From an optimization exercise on the open Yosys and OpenROAD flow, aimed at small area and a short achievable clock period; shortcuts taken in it are not production practice. RTL that was checked went through simulation tests only; none was proved equivalent to the original.

lane 1:
## resize_datapath
module resize_datapath (
  clk,
  reset_n,
  enable,
  data_in1,
  data_in2,
  scale,
  data_out
);
Settings: LEC_CHECK=0, ABC_AREA=1, CAP_MARGIN=20, CORE_MARGIN=2, CORE_UTILIZATION=40, PLACE_DENSITY=0.6, SETUP_SLACK_MARGIN=5, SLEW_MARGIN=20, SYNTH_HIERARCHICAL=1, SYNTH_MINIMUM_KEEP_SIZE=0; clock period 25.0 ns.
standard.sh (not shown) runs the stock make flow with config.mk's settings and CLKGATE_MAP_FILE= SYNTH_SCRIPT=/design/flow/synth_recipe.tcl, a recipe that flattens the netlist after the stock synthesis.
==> flow/flow/run.sh <==
#!/bin/bash
# Own layout flow:
#  1. the standard synthesis (bash standard.sh synth);
#  2. the logic between the registers and the full-adder cells is mapped
#     again by ABC for area (registers and full adders kept as they are);
#  3. the standard layout from the floorplan on, except that the delay
#     cells may not be used (so the port buffers are plain buffers); the
#     platform's own don't-use cells stay don't-use.
# Each tool's output goes to a log file of its own here (flow_*.log).
set -euo pipefail
W=$(pwd)
R=$W/orfs/results/$FLOW_PLATFORM/resize_datapath/base
YOSYS=$FLOW_HOME/../tools/install/yosys/bin/yosys
LIB=$FLOW_HOME/platforms/sky130hd/lib/sky130_fd_sc_hd__tt_025C_1v80.lib

bash standard.sh synth > "$W/flow_synth.log" 2>&1
cp "$R/1_2_yosys.v" "$W/standard_1_2_yosys.v"

DL="sky130_fd_sc_hd__clkdlybuf4s15_1 sky130_fd_sc_hd__clkdlybuf4s15_2 sky130_fd_sc_hd__clkdlybuf4s18_1 sky130_fd_sc_hd__clkdlybuf4s18_2 sky130_fd_sc_hd__clkdlybuf4s25_1 sky130_fd_sc_hd__clkdlybuf4s25_2 sky130_fd_sc_hd__clkdlybuf4s50_1 sky130_fd_sc_hd__clkdlybuf4s50_2 sky130_fd_sc_hd__dlygate4sd1_1 sky130_fd_sc_hd__dlygate4sd2_1 sky130_fd_sc_hd__dlygate4sd3_1 sky130_fd_sc_hd__dlymetal6s2s_1 sky130_fd_sc_hd__dlymetal6s4s_1 sky130_fd_sc_hd__dlymetal6s6s_1"
PLAT=$(sed -n '/^export DONT_USE_CELLS/,/^[^ ]/p' "$FLOW_HOME/platforms/sky130hd/config.mk" | grep -o 'sky130_fd_sc_hd__[A-Za-z0-9_]*' | tr '\n' ' ')
DONT_ALL="$DL $PLAT"
# ABC may not use the don't-use cells, nor the multi-output adder cells
ABC_DONT=$(for c in $DONT_ALL sky130_fd_sc_hd__fa_1 sky130_fd_sc_hd__fa_2 sky130_fd_sc_hd__fa_4 sky130_fd_sc_hd__fah_1 sky130_fd_sc_hd__fahcin_1 sky130_fd_sc_hd__fahcon_1 sky130_fd_sc_hd__ha_1 sky130_fd_sc_hd__ha_2 sky130_fd_sc_hd__ha_4; do printf -- "-dont_use $c "; done)
printf 'set_driving_cell sky130_fd_sc_hd__buf_1\nset_load 5\n' > "$W/resyn.constr"
echo 'strash; dch; map -a; topo; stime -c; upsize -c; dnsize -c' > "$W/resyn.abc"
cat > "$W/resyn.ys" <<EOS
read_liberty -ignore_miss_func $LIB
blackbox sky130_fd_sc_hd__fa_1 sky130_fd_sc_hd__fa_2 sky130_fd_sc_hd__fa_4 sky130_fd_sc_hd__dfrtp_1 sky130_fd_sc_hd__dfrtp_2 sky130_fd_sc_hd__dfrtp_4
read_verilog $W/standard_1_2_yosys.v
hierarchy -top $FLOW_TOP
flatten
opt_clean -purge
abc -liberty $LIB -constr $W/resyn.constr -script $W/resyn.abc $ABC_DONT
opt_clean -purge
hilomap -singleton -hicell sky130_fd_sc_hd__conb_1 HI -locell sky130_fd_sc_hd__conb_1 LO
splitnets
opt_clean -purge
write_verilog -noattr -nohex -nodec $W/resyn.v
EOS
"$YOSYS" -s "$W/resyn.ys" > "$W/flow_resyn.log" 2>&1
# read the new netlist back on its own and check it
"$YOSYS" -p "read_liberty -lib $LIB; read_verilog $W/resyn.v; hierarchy -check -top $FLOW_TOP; check -assert -mapped; stat -liberty $LIB" > "$W/flow_resyn_check.log" 2>&1
cp "$W/resyn.v" "$R/1_2_yosys.v"
touch "$R/1_2_yosys.v"

bash standard.sh "DONT_USE_CELLS=$DONT_ALL" SETUP_SLACK_MARGIN=8 finish > "$W/flow_finish.log" 2>&1
#### Input delta (lane 2 over lane 1)
-- flow/flow/run.sh --
<<< lane 1, line 45

bash standard.sh "DONT_USE_CELLS=$DONT_ALL" SETUP_SLACK_MARGIN=8 finish > "$W/flow_finish.log" 2>&1
>>> lane 2, line 45

bash standard.sh "DONT_USE_CELLS=$DONT_ALL" finish > "$W/flow_finish.log" 2>&1
--- outcome ---
- Re count of clock-net buffers in the final layout: no difference whatsoever between lane 1 and lane 2.
- Going from lane 1 to lane 2, wire length of the first global-routing pass now smaller, area occupied by multi-input gates -670 µm².
- Against lane 1, number of global-route vias before repair in lane 2 fell slightly.
- Per the comparison of lane 2 with lane 1, fraction of area in registers now larger; combined global-route utilization of all metal layers now smaller.
> inputs changed (lane 2 -> lane 3)
Settings: changing CORE_UTILIZATION from 40 to 55; changing PLACE_DENSITY from 0.6 to 0.7.
## What came out
Lane 3 — overall fraction of global-route tracks in use 7.3 points higher, lane 2 as reference. Number of cells traversed by the worst register-to-register path ends up higher on lane 2. On post-route fraction of the period consumed by the critical path: between lane 3 and lane 2, it ends up lower for lane 3. Lane 3 and lane 2 ended up with nearly the same sequential share of cell area. The setup slack of lane 3 is larger than that of lane 2. Number of vias per cell after detailed routing, lane 3 vs lane 2: up by a little under 10%.


## trial 4
Another version of the RTL of resize_datapath (not shown whole).
Size in the first run: about 1900 cells after synthesis, roughly 16 flip-flops, about 13000 um^2 of cells after synthesis.
## resize_datapath
module resize_datapath (
  clk,
  reset_n,
  enable,
  data_in1,
  data_in2,
  scale,
  data_out
);
  input wire [15:0] data_in1, data_in2, scale;
  input wire clk, reset_n, enable;
  output reg [15:0] data_out;
  wire [15:0] fsum;
  wire        z1, s1, h1, z2, s2, h2;
  wire [4:0]  p1, p2;
  wire [9:0]  q1, q2;
  wire [9:0] sx;
  wire [4:0] se;
  wire       zs;
  Multiply           m1 (.a(data_in2), .b(scale), .z(z1), .s(s1), .ep(p1), .h(h1), .m(q1));
  sub_float          sf (.b(scale[14:0]), .x(sx), .se(se), .zs(zs));   
  Multiply_one_minus m2 (.a(data_in1), .x(sx), .se(se), .zs(zs),
                         .z(z2), .s(s2), .ep(p2), .h(h2), .m(q2));
  add_float          af (.za(z1), .sa(s1), .pa(p1), .ha(h1), .ma(q1),
                         .zb(z2), .sb(s2), .pb(p2), .hb(h2), .mb(q2), .c(fsum));
  always @(posedge clk or negedge reset_n) begin
    if (~reset_n)
      data_out <= 16'd0;
    else if (enable)
      data_out <= fsum;
  end
endmodule
export LEC_CHECK = 0
export ABC_AREA = 1
export CAP_MARGIN = 20
export CORE_MARGIN = 2
export CORE_UTILIZATION = 40
export PLACE_DENSITY = 0.6
export SETUP_SLACK_MARGIN = 5
export SLEW_MARGIN = 20
export SYNTH_HIERARCHICAL = 1
export SYNTH_MINIMUM_KEEP_SIZE = 0
create_clock -name core_clock -period 25.0 [get_ports {clk}]
==> flow/flow/run.sh <==
#!/bin/bash
# Own layout flow: the standard flow, except that the layout steps may not
# use the delay cells (so that the port buffers are plain buffers). The
# platform's own don't-use cells stay don't-use.
set -euo pipefail
W=$(pwd)
bash standard.sh synth > "$W/flow_synth.log" 2>&1
DONT="sky130_fd_sc_hd__clkdlybuf4s15_1 sky130_fd_sc_hd__clkdlybuf4s15_2 sky130_fd_sc_hd__clkdlybuf4s18_1 sky130_fd_sc_hd__clkdlybuf4s18_2 sky130_fd_sc_hd__clkdlybuf4s25_1 sky130_fd_sc_hd__clkdlybuf4s25_2 sky130_fd_sc_hd__clkdlybuf4s50_1 sky130_fd_sc_hd__clkdlybuf4s50_2 sky130_fd_sc_hd__dlygate4sd1_1 sky130_fd_sc_hd__dlygate4sd2_1 sky130_fd_sc_hd__dlygate4sd3_1 sky130_fd_sc_hd__dlymetal6s2s_1 sky130_fd_sc_hd__dlymetal6s4s_1 sky130_fd_sc_hd__dlymetal6s6s_1"
DONT="$DONT $(sed -n '/^export DONT_USE_CELLS/,/^[^ ]/p' "$FLOW_HOME/platforms/sky130hd/config.mk" | grep -o 'sky130_fd_sc_hd__[A-Za-z0-9_]*' | tr '\n' ' ')"
bash standard.sh "DONT_USE_CELLS=$DONT" finish > "$W/flow_finish.log" 2>&1
Trial 4: full flow OK, the timing, DRC and antenna checks passed
Modified inputs, trial 98 compared to trial 4
--- a/flow/flow/run.sh
+++ b/flow/flow/run.sh
@@ -10 +10 @@
-bash standard.sh "DONT_USE_CELLS=$DONT" finish > "$W/flow_finish.log" 2>&1
+bash standard.sh "DONT_USE_CELLS=$DONT" SETUP_SLACK_MARGIN=7 finish > "$W/flow_finish.log" 2>&1
==> run summary <==
- In trial 98 the endpoint arrival time on the critical path turned out 1.03 ns lower than in trial 4.
- | top achievable clock speed | higher: trial 98 |
- Comparing trial 4 with trial 98, the via-per-instance ratio came out essentially unchanged.
- Trial 98 ended up with scale[3] as its timing startpoint of the critical path; trial 4 ended up with scale[7].
Function was not checked in any run of this note: the RTL went through the layout flow alone.

==> what the ideal ports hide <==
The flow's constraints put no driver on any port. The routed layouts listed below were extracted and timed again, unchanged, in two steps. Step 1 (the two cells are an assumption about what drives the block):
set clk [get_ports {clk}]
set_driving_cell -lib_cell sky130_fd_sc_hd__clkbuf_16 $clk
set_driving_cell -lib_cell sky130_fd_sc_hd__buf_2 [delete_from_list [all_inputs] $clk]
Step 2 times the ports against the registers' clock, not the clock port: input delays grow and output delays shrink by t, the midpoint of the rising clock arrivals with the driver on. Three values: ideal ports, drivers, drivers and shift; two values: the first two.
run	shift t [ns]	setup slack, ns	hold slack, ns
lane 1	0.268	8.397 / 8.352 / 8.084	0.486 / 0.486 / 0.486
lane 2	0.268	6.398 / 6.401 / 6.134	0.488 / 0.488 / 0.488
lane 3	0.267	6.735 / 6.738 / 6.471	0.482 / 0.482 / 0.482
trial 4	0.265	7.054 / 7.054 / 6.789	0.467 / 0.467 / 0.467
trial 98	0.266	8.084 / 8.089 / 7.824	0.467 / 0.467 / 0.467
After both steps setup and hold are still met in every run listed. For lane 1, which loses most, drivers alone change the setup slack by -0.045 ns; drivers and shift together by -0.313 ns.
